This design comes from an exercise in tuning for small area and a short achievable clock period on the open sky130 flow, not from production work.
The flow treats the clock pin as an ideal source. Dropping or thinning the clock tree relies on that and would not hold on a real chip.
No activity file was given, so power comes from the tool's default toggle rates.

alpha:
Design mult_unsigned, start of the top module:
module mult_unsigned (
	input clk, rst,
	input [15:0] A,
	input [23:0] B,
	output [39:0] result
);
Settings: LEC_CHECK=0, CAP_MARGIN=20, CORE_MARGIN=2, CORE_UTILIZATION=40, HOLD_SLACK_MARGIN=0.05, SETUP_SLACK_MARGIN=5, SLEW_MARGIN=20, SYNTH_HIERARCHICAL=1, SYNTH_MINIMUM_KEEP_SIZE=0; clock period 8.0 ns.
standard.sh (not shown) runs the stock make flow with config.mk's settings and CLKGATE_MAP_FILE= SYNTH_SCRIPT=/design/flow/synth_recipe.tcl, a recipe that flattens the netlist after the stock synthesis.
==> flow/flow/run.sh <==
#!/bin/bash
# Layout flow: the standard synthesis unchanged, then the standard ORFS
# steps with plain buffers on the ports and the setup-repair target below.
set -euo pipefail
bash standard.sh synth > synth.log 2>&1
sed -e 's/SETUP_SLACK_MARGIN=[-0-9.]*/SETUP_SLACK_MARGIN=5.58/' standard.sh > layout.sh
export BUFFER_PORTS_ARGS="-buffer_cell sky130_fd_sc_hd__buf_1"
export PRE_CTS_TCL=$(pwd)/flow/manual_cts.tcl MCTS_LEAVES=12 MCTS_ROOTS=4 MCTS_CLASSES='r2:sky130_fd_sc_hd__dlygate4sd3_1+sky130_fd_sc_hd__dlygate4sd1_1 r3:sky130_fd_sc_hd__dlygate4sd3_1+sky130_fd_sc_hd__dlygate4sd3_1' REMOVE_ABC_BUFFERS=1
bash layout.sh finish > layout.log 2>&1
==> flow/flow/manual_cts.tcl <==
# Two-level clock tree built by hand, in place of the flow's clock tree
# synthesis: the clock port drives a few root buffers; each root buffer drives
# the leaf buffers of its region, and each leaf buffer drives one cluster of
# flip-flops (k-means on their positions). Every register gets the same two
# buffer stages; no register's clock is delayed on purpose.
proc mcts_kmeans {pts k} {
  # pts: list of {x y}; returns {assign cx cy counts}
  set n [llength $pts]
  set sorted [lsort -real -index 0 $pts]
  set cx {}; set cy {}
  for {set i 0} {$i < $k} {incr i} {
    set s [lindex $sorted [expr {int(($i + 0.5) * $n / $k)}]]
    lappend cx [lindex $s 0]; lappend cy [lindex $s 1]
  }
  for {set iter 0} {$iter < 40} {incr iter} {
    set sx [lrepeat $k 0.0]; set sy [lrepeat $k 0.0]; set sc [lrepeat $k 0]
    set assign {}
    foreach s $pts {
      set best 0; set bd 1e30
      for {set i 0} {$i < $k} {incr i} {
        set d [expr {abs([lindex $s 0] - [lindex $cx $i]) + abs([lindex $s 1] - [lindex $cy $i])}]
        if {$d < $bd} { set bd $d; set best $i }
      }
      lappend assign $best
      lset sx $best [expr {[lindex $sx $best] + [lindex $s 0]}]
      lset sy $best [expr {[lindex $sy $best] + [lindex $s 1]}]
      lset sc $best [expr {[lindex $sc $best] + 1}]
    }
    for {set i 0} {$i < $k} {incr i} {
      if {[lindex $sc $i] > 0} {
        lset cx $i [expr {[lindex $sx $i] / [lindex $sc $i]}]
        lset cy $i [expr {[lindex $sy $i] / [lindex $sc $i]}]
      }
    }
  }
  return [list $assign $cx $cy $sc]
}

# capacity-limited assignment of points to centres (nearest first), with the
# centres moved to their points' mean, repeated
proc mcts_balance {pts cx cy cap} {
  set n [llength $pts]
  set k [llength $cx]
  for {set iter 0} {$iter < 10} {incr iter} {
    set pairs {}
    for {set l 0} {$l < $n} {incr l} {
      set p [lindex $pts $l]
      for {set r 0} {$r < $k} {incr r} {
        lappend pairs [list [expr {abs([lindex $p 0] - [lindex $cx $r]) + abs([lindex $p 1] - [lindex $cy $r])}] $l $r]
      }
    }
    set assign [lrepeat $n -1]
    set sc [lrepeat $k 0]
    foreach pr [lsort -real -index 0 $pairs] {
      lassign $pr d l r
      if {[lindex $assign $l] >= 0 || [lindex $sc $r] >= $cap} { continue }
      lset assign $l $r
      lset sc $r [expr {[lindex $sc $r] + 1}]
    }
    set sx [lrepeat $k 0.0]; set sy [lrepeat $k 0.0]
    for {set l 0} {$l < $n} {incr l} {
      set r [lindex $assign $l]
      lset sx $r [expr {[lindex $sx $r] + [lindex $pts $l 0]}]
      lset sy $r [expr {[lindex $sy $r] + [lindex $pts $l 1]}]
    }
    for {set r 0} {$r < $k} {incr r} {
      if {[lindex $sc $r] > 0} { lset cx $r [expr {[lindex $sx $r] / [lindex $sc $r]}]; lset cy $r [expr {[lindex $sy $r] / [lindex $sc $r]}] }
    }
  }
  return [list $assign $cx $cy $sc]
}

proc mcts_build {nleaf nroot} {
  set block [ord::get_db_block]
  set db [ord::get_db]
  set clknet [[$block findBTerm clk] getNet]
  set master [$db findMaster sky130_fd_sc_hd__clkbuf_16]
  set lmaster $master
  if {[info exists ::env(MCTS_LEAF_CELL)]} { set lmaster [$db findMaster $::env(MCTS_LEAF_CELL)] }
  # register classes: "prefix:cell+cell ..." puts the named delay cells in
  # front of the leaf buffers of the registers whose names start with prefix
  set classes {{"" {}}}
  if {[info exists ::env(MCTS_CLASSES)]} {
    foreach c $::env(MCTS_CLASSES) {
      lassign [split $c :] pre chain
      lappend classes [list $pre [split $chain +]]
    }
  }
  set sinks {}
  foreach it [$clknet getITerms] {
    set inst [$it getInst]
    set name [$inst getName]
    set cls 0
    for {set c 1} {$c < [llength $classes]} {incr c} {
      if {[string match "[lindex $classes $c 0]*" $name]} { set cls $c; break }
    }
    set loc [$inst getLocation]
    set m [$inst getMaster]
    lappend sinks [list $it $cls [expr {[lindex $loc 0] + [$m getWidth] / 2}] [expr {[lindex $loc 1] + [$m getHeight] / 2}]]
  }
  set n [llength $sinks]
  set cap [expr {int(ceil(double($n) / $nleaf))}]
  # leaf clusters, class by class
  set leaves {}
  set sink_leaf {}
  for {set c 0} {$c < [llength $classes]} {incr c} {
    set pts {}; set its {}
    foreach s $sinks {
      if {[lindex $s 1] == $c} { lappend pts [lrange $s 2 3]; lappend its [lindex $s 0] }
    }
    if {[llength $pts] == 0} { continue }
    set k [expr {max(1, int(ceil(double([llength $pts]) / $cap)))}]
    lassign [mcts_kmeans $pts $k] assign cx cy sc
    lassign [mcts_balance $pts $cx $cy [expr {int(ceil(double([llength $pts]) / $k))}]] assign cx cy sc
    set base [llength $leaves]
    for {set i 0} {$i < $k} {incr i} { lappend leaves [list [lindex $cx $i] [lindex $cy $i] $c [lindex $sc $i]] }
    set j 0
    foreach it $its { lappend sink_leaf [list $it [expr {$base + [lindex $assign $j]}]]; incr j }
  }
  set nl [llength $leaves]
  set lpts {}
  foreach l $leaves { lappend lpts [lrange $l 0 1] }
  lassign [mcts_kmeans $lpts $nroot] rassign rcx rcy rsc
  lassign [mcts_balance $lpts $rcx $rcy [expr {int(ceil(double($nl) / $nroot))}]] rassign rcx rcy rsc
  set rootnets {}
  for {set r 0} {$r < $nroot} {incr r} {
    if {[lindex $rsc $r] == 0} { lappend rootnets {}; continue }
    set root [odb::dbInst_create $block $master mcts_root_$r]
    $root setLocation [expr {int([lindex $rcx $r])}] [expr {int([lindex $rcy $r])}]
    $root setPlacementStatus PLACED
    [$root findITerm A] connect $clknet
    set rnet [odb::dbNet_create $block mcts_root_net_$r]
    $rnet setSigType CLOCK
    [$root findITerm X] connect $rnet
    lappend rootnets $rnet
  }
  set leafnets {}
  for {set i 0} {$i < $nl} {incr i} {
    lassign [lindex $leaves $i] x y c cnt
    set x [expr {int($x)}]; set y [expr {int($y)}]
    set drv [lindex $rootnets [lindex $rassign $i]]
    set d 0
    foreach cell [lindex $classes $c 1] {
      set dl [odb::dbInst_create $block [$db findMaster $cell] mcts_dly_${i}_$d]
      $dl setLocation $x $y
      $dl setPlacementStatus PLACED
      [$dl findITerm A] connect $drv
      set dnet [odb::dbNet_create $block mcts_dly_net_${i}_$d]
      $dnet setSigType CLOCK
      [$dl findITerm X] connect $dnet
      set drv $dnet
      incr d
    }
    set leaf [odb::dbInst_create $block $lmaster mcts_leaf_$i]
    $leaf setLocation $x $y
    $leaf setPlacementStatus PLACED
    [$leaf findITerm A] connect $drv
    set lnet [odb::dbNet_create $block mcts_leaf_net_$i]
    $lnet setSigType CLOCK
    [$leaf findITerm X] connect $lnet
    lappend leafnets $lnet
  }
  foreach sl $sink_leaf {
    set it [lindex $sl 0]
    $it disconnect
    $it connect [lindex $leafnets [lindex $sl 1]]
  }
  puts "manual clock tree: $n sinks, $nl leaf buffers, $nroot root buffers $rsc, classes $classes"
}

set mcts_leaves 10
set mcts_roots 3
if {[info exists ::env(MCTS_LEAVES)]} { set mcts_leaves $::env(MCTS_LEAVES) }
if {[info exists ::env(MCTS_ROOTS)]} { set mcts_roots $::env(MCTS_ROOTS) }
mcts_build $mcts_leaves $mcts_roots
set_propagated_clock [all_clocks]
# the tree is built: the flow's clock_tree_synthesis call becomes a no-op
rename clock_tree_synthesis mcts_orig_clock_tree_synthesis
proc clock_tree_synthesis {args} { puts "clock_tree_synthesis skipped: manual clock tree" }
alpha: all stages done; final checks FAILED (negative hold slack).
### alpha -> beta
# alpha
export LEC_CHECK = 0
export CAP_MARGIN = 20
export CORE_MARGIN = 2
export CORE_UTILIZATION = 40
export HOLD_SLACK_MARGIN = 0.05
export SETUP_SLACK_MARGIN = 5
export SLEW_MARGIN = 20
export SYNTH_HIERARCHICAL = 1
export SYNTH_MINIMUM_KEEP_SIZE = 0
create_clock -name core_clock -period 8.0 [get_ports {clk}]
# beta
export LEC_CHECK = 0
export CAP_MARGIN = 20
export CORE_MARGIN = 2
export CORE_UTILIZATION = 40
export SETUP_SLACK_MARGIN = 5
export SLEW_MARGIN = 20
export SYNTH_HIERARCHICAL = 1
export SYNTH_MINIMUM_KEEP_SIZE = 0
create_clock -name core_clock -period 8.0 [get_ports {clk}]
diff --git a/flow/flow/run.sh b/flow/flow/run.sh
--- a/flow/flow/run.sh
+++ b/flow/flow/run.sh
@@ -8 +8 @@
-export PRE_CTS_TCL=$(pwd)/flow/manual_cts.tcl MCTS_LEAVES=12 MCTS_ROOTS=4 MCTS_CLASSES='r2:sky130_fd_sc_hd__dlygate4sd3_1+sky130_fd_sc_hd__dlygate4sd1_1 r3:sky130_fd_sc_hd__dlygate4sd3_1+sky130_fd_sc_hd__dlygate4sd3_1' REMOVE_ABC_BUFFERS=1
+export PRE_CTS_TCL=$(pwd)/flow/manual_cts.tcl MCTS_LEAVES=14 MCTS_ROOTS=4 MCTS_CLASSES='r2:sky130_fd_sc_hd__dlygate4sd3_1+sky130_fd_sc_hd__dlygate4sd1_1 r3:sky130_fd_sc_hd__dlygate4sd3_1+sky130_fd_sc_hd__dlygate4sd3_1 r4:sky130_fd_sc_hd__dlygate4sd3_1+sky130_fd_sc_hd__dlygate4sd3_1' REMOVE_ABC_BUFFERS=1
--- outcome ---
beta finished every stage and its layout cleared the timing, design-rule and antenna checks. From alpha to beta the numbers moved as follows: power per unit of standard cell area went up by about 3%, area after synthesis was more or less identical, met1 capacity usage during global routing was more or less identical. Total of hold buffers inserted after clock tree synthesis: higher on alpha. Of alpha and beta, beta shows the higher post-CTS setup buffer count, with alpha below it. When beta is measured against alpha, its area of all placed cells without fillers turns out 1.0% higher. From alpha to beta the numbers moved as follows: fraction of area in registers moved down; smallest setup slack after layout moved down; proportion of layout cells with a drive suffix above 1 moved down.
> inputs changed (beta -> gamma)
diff --git a/flow/flow/run.sh b/flow/flow/run.sh
--- a/flow/flow/run.sh
+++ b/flow/flow/run.sh
@@ -8 +8 @@
-export PRE_CTS_TCL=$(pwd)/flow/manual_cts.tcl MCTS_LEAVES=14 MCTS_ROOTS=4 MCTS_CLASSES='r2:sky130_fd_sc_hd__dlygate4sd3_1+sky130_fd_sc_hd__dlygate4sd1_1 r3:sky130_fd_sc_hd__dlygate4sd3_1+sky130_fd_sc_hd__dlygate4sd3_1 r4:sky130_fd_sc_hd__dlygate4sd3_1+sky130_fd_sc_hd__dlygate4sd3_1' REMOVE_ABC_BUFFERS=1
+export PRE_CTS_TCL=$(pwd)/flow/manual_cts.tcl MCTS_LEAVES=12 MCTS_ROOTS=4 MCTS_CLASSES='r2:sky130_fd_sc_hd__dlygate4sd3_1+sky130_fd_sc_hd__dlygate4sd1_1 r3:sky130_fd_sc_hd__dlygate4sd3_1+sky130_fd_sc_hd__dlygate4sd3_1+sky130_fd_sc_hd__dlygate4sd1_1' REMOVE_ABC_BUFFERS=1
- Of beta and gamma, only gamma fails to finish with a clean layout.
- gamma: complete, dirty (negative hold slack)
- The capture point of the critical path comes out result[38] in one run and result[25] in the other, namely in beta and gamma respectively.
- Cell area went down slightly going from beta to gamma.
- gamma -> beta: sequential cell area flat
- Compared with beta, in gamma total power of the final layout has decreased, cell count -about 0.34%, total detailed-routing wirelength decreased by 1.3% relative to the old numbers.
- First-pass GRT wire length: beta and gamma compared, lower one is gamma
Setup changes, gamma to delta
diff --git a/flow/flow/run.sh b/flow/flow/run.sh
--- a/flow/flow/run.sh
+++ b/flow/flow/run.sh
@@ -8 +8 @@
-export PRE_CTS_TCL=$(pwd)/flow/manual_cts.tcl MCTS_LEAVES=12 MCTS_ROOTS=4 MCTS_CLASSES='r2:sky130_fd_sc_hd__dlygate4sd3_1+sky130_fd_sc_hd__dlygate4sd1_1 r3:sky130_fd_sc_hd__dlygate4sd3_1+sky130_fd_sc_hd__dlygate4sd3_1+sky130_fd_sc_hd__dlygate4sd1_1' REMOVE_ABC_BUFFERS=1
+export PRE_CTS_TCL=$(pwd)/flow/manual_cts.tcl MCTS_LEAVES=12 MCTS_ROOTS=4 MCTS_CLASSES='r2:sky130_fd_sc_hd__dlygate4sd3_1+sky130_fd_sc_hd__dlygate4sd1_1 r3:sky130_fd_sc_hd__dlygate4sd3_1+sky130_fd_sc_hd__dlygate4sd3_1' REMOVE_ABC_BUFFERS=1
### Flow results
In the flow results for gamma and delta, the met2 usage is smaller on delta.
From the logs: delta reached the end of the flow and failed the layout checks with negative hold slack.
The total routed wire length on the met1 layer on delta is in line with that on gamma.
Cell area after layout on delta is ahead of gamma.
Sort gamma and delta by power share of the clock group, descending, and gamma comes first.
For wire length, delta and gamma come out practically identical.
Taking gamma as the reference point, the final hold slack of delta falls by 7.1 ps.
delta against gamma: minimum clock period after layout comparable; register-to-register slack now sits higher; total power ~0 delta; final cell count shrank by about 0.5%.
| area occupied by multi-input gates | gamma vs delta | ≈ equal |
No functional check of the RTL was part of any run of this note. No run of this note takes its clock network from TritonCTS; it comes from the design's own scripts or RTL.

## afterwards: timing with drivers on the ports
In the flow no input, the clock included, has a driving cell. The finished layouts below were timed again as built, in two steps. Step 1 assumes that a clkbuf_16 drives the clock port and a buf_2 every other input. Step 2, shift: input delay + t, output delay - t, t = (earliest + latest rising clock arrival at the registers) / 2. This alone moves slack from input paths to output paths. Three values: ideal ports, drivers, drivers and shift; two values: the first two.
run	t, ns	slack for setup (ns)	hold slack, ns	latest minus earliest clock arrival (ns)
alpha	0.998	5.576 / 5.461 / 5.196	-0.009 / -0.009 / -0.009	1.277 / 1.277
beta	0.972	5.571 / 5.457 / 5.175	0.000 / 0.000 / 0.000	1.181 / 1.181
gamma	1.085	5.573 / 5.459 / 5.110	-0.020 / -0.020 / -0.020	1.451 / 1.451
delta	0.997	5.574 / 5.461 / 5.196	-0.027 / -0.027 / -0.027	1.277 / 1.277
Clock arrivals are far apart in every run listed, so t is only a midpoint there and step 2 fits no single register. For gamma, which loses most, drivers alone change the setup slack by -0.114 ns; drivers and shift together by -0.463 ns. The worst setup slack also covers recovery checks on asynchronous resets.
